This design comes from an exercise in tuning for small area and a short achievable clock period on the open sky130 flow, not from production work. The RTL was checked by simulation tests, not by an equivalence proof against the original design. Power figures rest on the tool's default switching activity, not on a simulated workload.

Design CPU, start of the top module:
module CPU(
    input clock,
    input Load,
    input reset,
    input [7:0] data_in,
    output [7:0] Instruction,
    output [7:0] Acc,
    output [7:0] Mem,
    output [4:0] Program_counter
    );
    reg [7:0] ir;        
    reg [3:0] rda;       
    reg [7:0] rdb;       
    reg [4:0] pc;
    reg [4:0] mar;       
    reg [2:0] xop;       
    reg       run;
    reg [7:0] acc;
    reg [7:0] mdr;       
    reg [31:0] vld;      
    reg [255:0] mem;     
    reg       pv;        
    reg [4:0] pa;        
    reg [7:0] pd;        
    wire [2:0] op = ir[7:5];
    wire [4:0] ad = ir[4:0];
    wire issue = ~Load & (|op);
    wire xalu = xop[2] ^ xop[1];             
    wire xsto = xop == 3'b110;
    wire acc_we = run & ~Load & xalu;
    wire mem_we = run & ~Load & xsto;
    wire [7:0] a = acc;
    wire [7:0] b = mdr;
    wire [7:0] p = a ^ b;
    wire [7:0] g = a & b;
    wire [7:0] o = a | b;
    wire [7:0] g1, p1, g2, p2, g3;
    genvar i;
    generate
        for (i = 0; i < 8; i = i + 1) begin : l1
            if (i % 2 == 1) begin : m
                assign g1[i] = g[i] | (p[i] & g[i-1]);
                assign p1[i] = p[i] & p[i-1];
            end else begin : k
                assign g1[i] = g[i];
                assign p1[i] = p[i];
            end
        end
        for (i = 0; i < 8; i = i + 1) begin : l2
            if (i % 4 >= 2) begin : m
                assign g2[i] = g1[i] | (p1[i] & g1[(i/4)*4+1]);
                assign p2[i] = p1[i] & p1[(i/4)*4+1];
            end else begin : k
                assign g2[i] = g1[i];
                assign p2[i] = p1[i];
            end
        end
        for (i = 0; i < 8; i = i + 1) begin : l3
            if (i >= 4) begin : m
                assign g3[i] = g2[i] | (p2[i] & g2[3]);
            end else begin : k
                assign g3[i] = g2[i];
            end
        end
    endgenerate
    wire [7:0] sum = p ^ {g3[6:0], 1'b0};
    reg [7:0] alu;
    always @(*) begin
  ...
clock: 6.2 ns
lec_check: 0
cap_margin: 20
core_margin: 2
core_utilization: 70
cts_cluster_diameter: 80
cts_cluster_size: 24
setup_slack_margin: 3.7
slew_margin: 20
standard.sh (not shown) runs the stock make flow with config.mk's settings and CLKGATE_MAP_FILE= SYNTH_SCRIPT=/design/flow/synth_recipe.tcl, a recipe that flattens the netlist after the stock synthesis.
==> flow/flow/run.sh <==
#!/bin/bash
# Layout: the standard ORFS flow, with the port buffers made plain buffers
# (buf_2) instead of the cell buffer_ports picks by default (a delay cell).
set -euo pipefail
bash standard.sh BUFFER_PORTS_ARGS="-buffer_cell sky130_fd_sc_hd__buf_2" finish > flow_standard.log 2>&1
Edit:
PLACE_DENSITY = 0.75   (was default)
SETUP_SLACK_MARGIN = 3.8   (was 3.7)
- utilization increases by 1.9 points
- count of clock-buffer cells in the layout does not change
- sequential cell count stays the same
Edit:
==> flow/flow/run.sh (replaced) <==
#!/bin/bash
# Layout: the standard ORFS flow, with the port buffers made plain buffers
# (buf_2) instead of the cell buffer_ports picks by default (a delay cell),
# and clock tree synthesis without dummy balancing loads.
set -euo pipefail
bash standard.sh BUFFER_PORTS_ARGS="-buffer_cell sky130_fd_sc_hd__buf_2" \
  CTS_ARGS="-sink_clustering_enable -repair_clock_nets -sink_clustering_size 24 -sink_clustering_max_diameter 80 -dont_use_dummy_load" \
  finish > flow_standard.log 2>&1
PLACE_DENSITY = default   (was 0.75)
=> Design area goes down by 0.73%; via count goes down by about 1.1%; routed wire length barely changes.
Edit:
==> flow/flow/run.sh (replaced) <==
#!/bin/bash
# Layout: the standard ORFS flow, with the port buffers made plain buffers
# (buf_2) instead of the cell buffer_ports picks by default (a delay cell).
set -euo pipefail
bash standard.sh BUFFER_PORTS_ARGS="-buffer_cell sky130_fd_sc_hd__buf_2" finish > flow_standard.log 2>&1
CORE_UTILIZATION = 55   (was 70)
SETUP_SLACK_MARGIN = 3.9   (was 3.8)
After rerunning:
- The changed run finished clean
- sequential share of layout area drops by 2.9 points
- via count drops slightly
- worst hold slack is better by 46 ps
Edit:
CORE_UTILIZATION = 70   (was 55)
CTS_CLUSTER_DIAMETER = 90   (was 80)
CTS_CLUSTER_SIZE = 27   (was 24)
SETUP_SLACK_MARGIN = 3.8   (was 3.9)
Result:
- The changed run passed the timing, DRC and antenna checks
- final area came out lower by 3.9%
- wire length goes down by 7.6%
- synthesized area stays the same
- worst setup slack improves by 27 ps
- critical path depth does not change
- hold slack is better by 5.0 ps
- clock power came out lower by about 9%
- die area came out lower by 21%
Edit:
CORE_UTILIZATION = 80   (was 70)
CTS_CLUSTER_DIAMETER = 80   (was 90)
CTS_CLUSTER_SIZE = 24   (was 27)
Outcome:
- The changed run failed in 5_1_grt
- synthesized cell count is unchanged
- area after synthesis does not change

========
job 101:
Another version of the RTL of CPU (not shown whole).
Size in the first run: roughly 330 flip-flops, roughly 0.014 mm2 of cells after synthesis.
Settings: LEC_CHECK=0, CAP_MARGIN=20, CORE_MARGIN=2, CORE_UTILIZATION=55, CTS_CLUSTER_DIAMETER=80, CTS_CLUSTER_SIZE=30, SETUP_SLACK_MARGIN=3.5, SLEW_MARGIN=20; clock period 6.2 ns.
run.sh (not shown) runs the stock make flow with config.mk's settings and CLKGATE_MAP_FILE= SYNTH_SCRIPT=/design/flow/synth_recipe.tcl, a recipe that flattens the netlist after the stock synthesis.
Stock flow here: none of the scripts above is used.
The following lists how job 102 was set up differently from job 101:
# job 101
export LEC_CHECK = 0
export CAP_MARGIN = 20
export CORE_MARGIN = 2
export CORE_UTILIZATION = 55
export CTS_CLUSTER_DIAMETER = 80
export CTS_CLUSTER_SIZE = 30
export SETUP_SLACK_MARGIN = 3.5
export SLEW_MARGIN = 20
create_clock -name core_clock -period 6.2 [get_ports {clock}]
# job 102
export LEC_CHECK = 0
export CAP_MARGIN = 20
export CORE_MARGIN = 2
export CORE_UTILIZATION = 55
export CTS_CLUSTER_DIAMETER = 80
export CTS_CLUSTER_SIZE = 24
export SETUP_SLACK_MARGIN = 3.6
export SLEW_MARGIN = 20
create_clock -name core_clock -period 6.2 [get_ports {clock}]
==> flow/flow/run.sh (new file) <==
#!/bin/bash
# Layout: the standard ORFS flow, with the port buffers made plain buffers
# (buf_4) instead of the cell buffer_ports picks by default (a delay cell).
set -euo pipefail
bash standard.sh BUFFER_PORTS_ARGS="-buffer_cell sky130_fd_sc_hd__buf_4" finish > flow_standard.log 2>&1
==> flow/standard.sh (new file) <==
#!/bin/bash
# synth_recipe.tcl (not shown) runs the flow's synth.tcl, then flattens the netlist and writes it again
# the make line also repeats each setting of config.mk as NAME=value (left out here)
make -C /OpenROAD-flow-scripts/flow DESIGN_CONFIG=/design/flow/config.mk WORK_HOME=/design/flow/orfs CLKGATE_MAP_FILE= SYNTH_SCRIPT=/design/flow/synth_recipe.tcl "${@:-finish}"
removed: flow/run.sh
[summary]
- Looking at startpoint of the most critical setup path, the ir[1] result is from job 101; the Load one comes from job 102.
- When job 102 is measured against job 101, its transition time at the pin with the least slew margin turns out 0.017 ns higher.
- Reported for job 102 and job 101, effective utilization at floorplan turned out identical to the last digit.
- Taking job 101 as the reference, in job 102 register-to-register path setup slack about even, global-route usage fell 1.3 points, maximum cell stage delay along the critical path rose 0.18 ns, critical-path maximum fanout fell 6, leakage power total fell 3.4%.
- Compared with job 101, job 102 shows met1 wire length that has gone up by a few percent.
diff inputs: job 102 => job 103
# job 102
export LEC_CHECK = 0
export CAP_MARGIN = 20
export CORE_MARGIN = 2
export CORE_UTILIZATION = 55
export CTS_CLUSTER_DIAMETER = 80
export CTS_CLUSTER_SIZE = 24
export SETUP_SLACK_MARGIN = 3.6
export SLEW_MARGIN = 20
create_clock -name core_clock -period 6.2 [get_ports {clock}]
# job 103
export LEC_CHECK = 0
export CAP_MARGIN = 20
export CORE_MARGIN = 2
export CORE_UTILIZATION = 65
export CTS_BUF_LIST = sky130_fd_sc_hd__clkbuf_4 sky130_fd_sc_hd__clkbuf_8
export SLEW_MARGIN = 20
create_clock -name core_clock -period 6.2 [get_ports {clock}]
==> flow/run.sh (new file) <==
#!/bin/bash
# synth_recipe.tcl (not shown) runs the flow's synth.tcl, then flattens the netlist and writes it again
# the make line also repeats each setting of config.mk as NAME=value (left out here)
make -C /OpenROAD-flow-scripts/flow DESIGN_CONFIG=/design/flow/config.mk WORK_HOME=/design/flow/orfs CLKGATE_MAP_FILE= SYNTH_SCRIPT=/design/flow/synth_recipe.tcl finish
removed: flow/flow/run.sh
removed: flow/standard.sh
==> run summary <==
- From job 102 to job 103 the numbers moved as follows: starting density of the core rose by 10 points; register fraction of the total cell area rose by 1.8 points.
- Compared to job 102, job 103 has first-pass GRT wire length 4.9% lower.
- On count of clock-buffer cells in the layout: between job 103 and job 102, it ends up lower for job 102.
- Average wire per cell in the routed design ended up 2.6 um lower on job 103 than on job 102.
- Post-layout minimum cycle time (lower): job 102
- Job 103 supports a lower top clock frequency than job 102.
- Worst hold margin: job 103 vs job 102 down 0.0076 ns
- The lower sum of routed wire length over all layers came out of job 103.
- Across both runs, post-route standard cell area excluding fillers was lower for job 103 than for job 102.
> inputs changed (job 103 -> job 104)
# job 103
export LEC_CHECK = 0
export CAP_MARGIN = 20
export CORE_MARGIN = 2
export CORE_UTILIZATION = 65
export CTS_BUF_LIST = sky130_fd_sc_hd__clkbuf_4 sky130_fd_sc_hd__clkbuf_8
export SLEW_MARGIN = 20
create_clock -name core_clock -period 6.2 [get_ports {clock}]
# job 104
export LEC_CHECK = 0
export CAP_MARGIN = 20
export CORE_MARGIN = 2
export CORE_UTILIZATION = 55
export CTS_CLUSTER_DIAMETER = 80
export CTS_CLUSTER_SIZE = 30
export SETUP_SLACK_MARGIN = 3.2
export SLEW_MARGIN = 20
create_clock -name core_clock -period 6.2 [get_ports {clock}]
Summary — critical-path maximum fanout, job 104 relative to job 103: lower, by 11.
Delta (job 104 minus job 103): placer's final routability congestion estimate shrank by 4.2%; worst hold slack up 0.014 ns; non-clock buffer count +32%; share of the yosys chip area belonging to registers comparable; maximum frequency rose by 24%.
flip-flop to output port as the category of the critical setup timing path was reported by job 103, and input pin to flip-flop by job 104.
Relative to job 103, number of antenna violations at the first check in global routing has decreased by 2 in job 104.
Routed wire length: job 103 and job 104 compared, higher one is job 104
Job 104 vs. job 103: final instance area went up by 0.78%.

==> static timing again, ports no longer ideal <==
No port has a modelled driver above. Below, the same layouts with a new extraction and two added sets of constraints.
Step 1 (the two cells are an assumption about what drives the block):
set clk [get_ports {clock}]
set_driving_cell -lib_cell sky130_fd_sc_hd__clkbuf_16 $clk
set_driving_cell -lib_cell sky130_fd_sc_hd__buf_2 [delete_from_list [all_inputs] $clk]
Step 2, shift: input delay + t, output delay - t, t = (earliest + latest rising clock arrival at the registers) / 2. This alone moves slack from input paths to output paths.
Three values: ideal, step 1, step 2; two values: the first two.
run | t (ns) | setup slack, ns | worst setup path at the end | clock arrival spread, ns | worst register clock-pin slew, ns
the first run of note 1 | 0.558 | 3.652 / 3.652 / 3.371 | input to register | 0.020 / 0.019 | 0.10 / 0.10
the second run of note 1 | 0.557 | 3.739 / 3.687 / 3.420 | input to register | 0.027 / 0.027 | 0.10 / 0.10
the third run of note 1 | 0.537 | 3.724 / 3.699 / 3.437 | input to register | 0.051 / 0.051 | 0.10 / 0.10
the fourth run of note 1 | 0.562 | 3.716 / 3.670 / 3.518 | input to register | 0.045 / 0.045 | 0.10 / 0.10
the fifth run of note 1 | 0.549 | 3.743 / 3.694 / 3.378 | input to register | 0.040 / 0.040 | 0.11 / 0.11
job 101 | 0.576 | 3.517 / 3.463 / 3.000 | input to register | 0.034 / 0.034 | 0.12 / 0.12
job 102 | 0.565 | 3.533 / 3.509 / 2.995 | input to register | 0.023 / 0.022 | 0.10 / 0.10
job 103 | 0.629 | 2.412 / 2.363 / 2.145 | input to register | 0.018 / 0.019 | 0.07 / 0.07
job 104 | 0.571 | 3.139 / 3.167 / 2.597 | input to register | 0.029 / 0.029 | 0.12 / 0.12
After both steps every run listed still meets setup and hold. For job 104, which loses most, drivers alone change the setup slack by +0.028 ns; drivers and shift together by -0.542 ns.
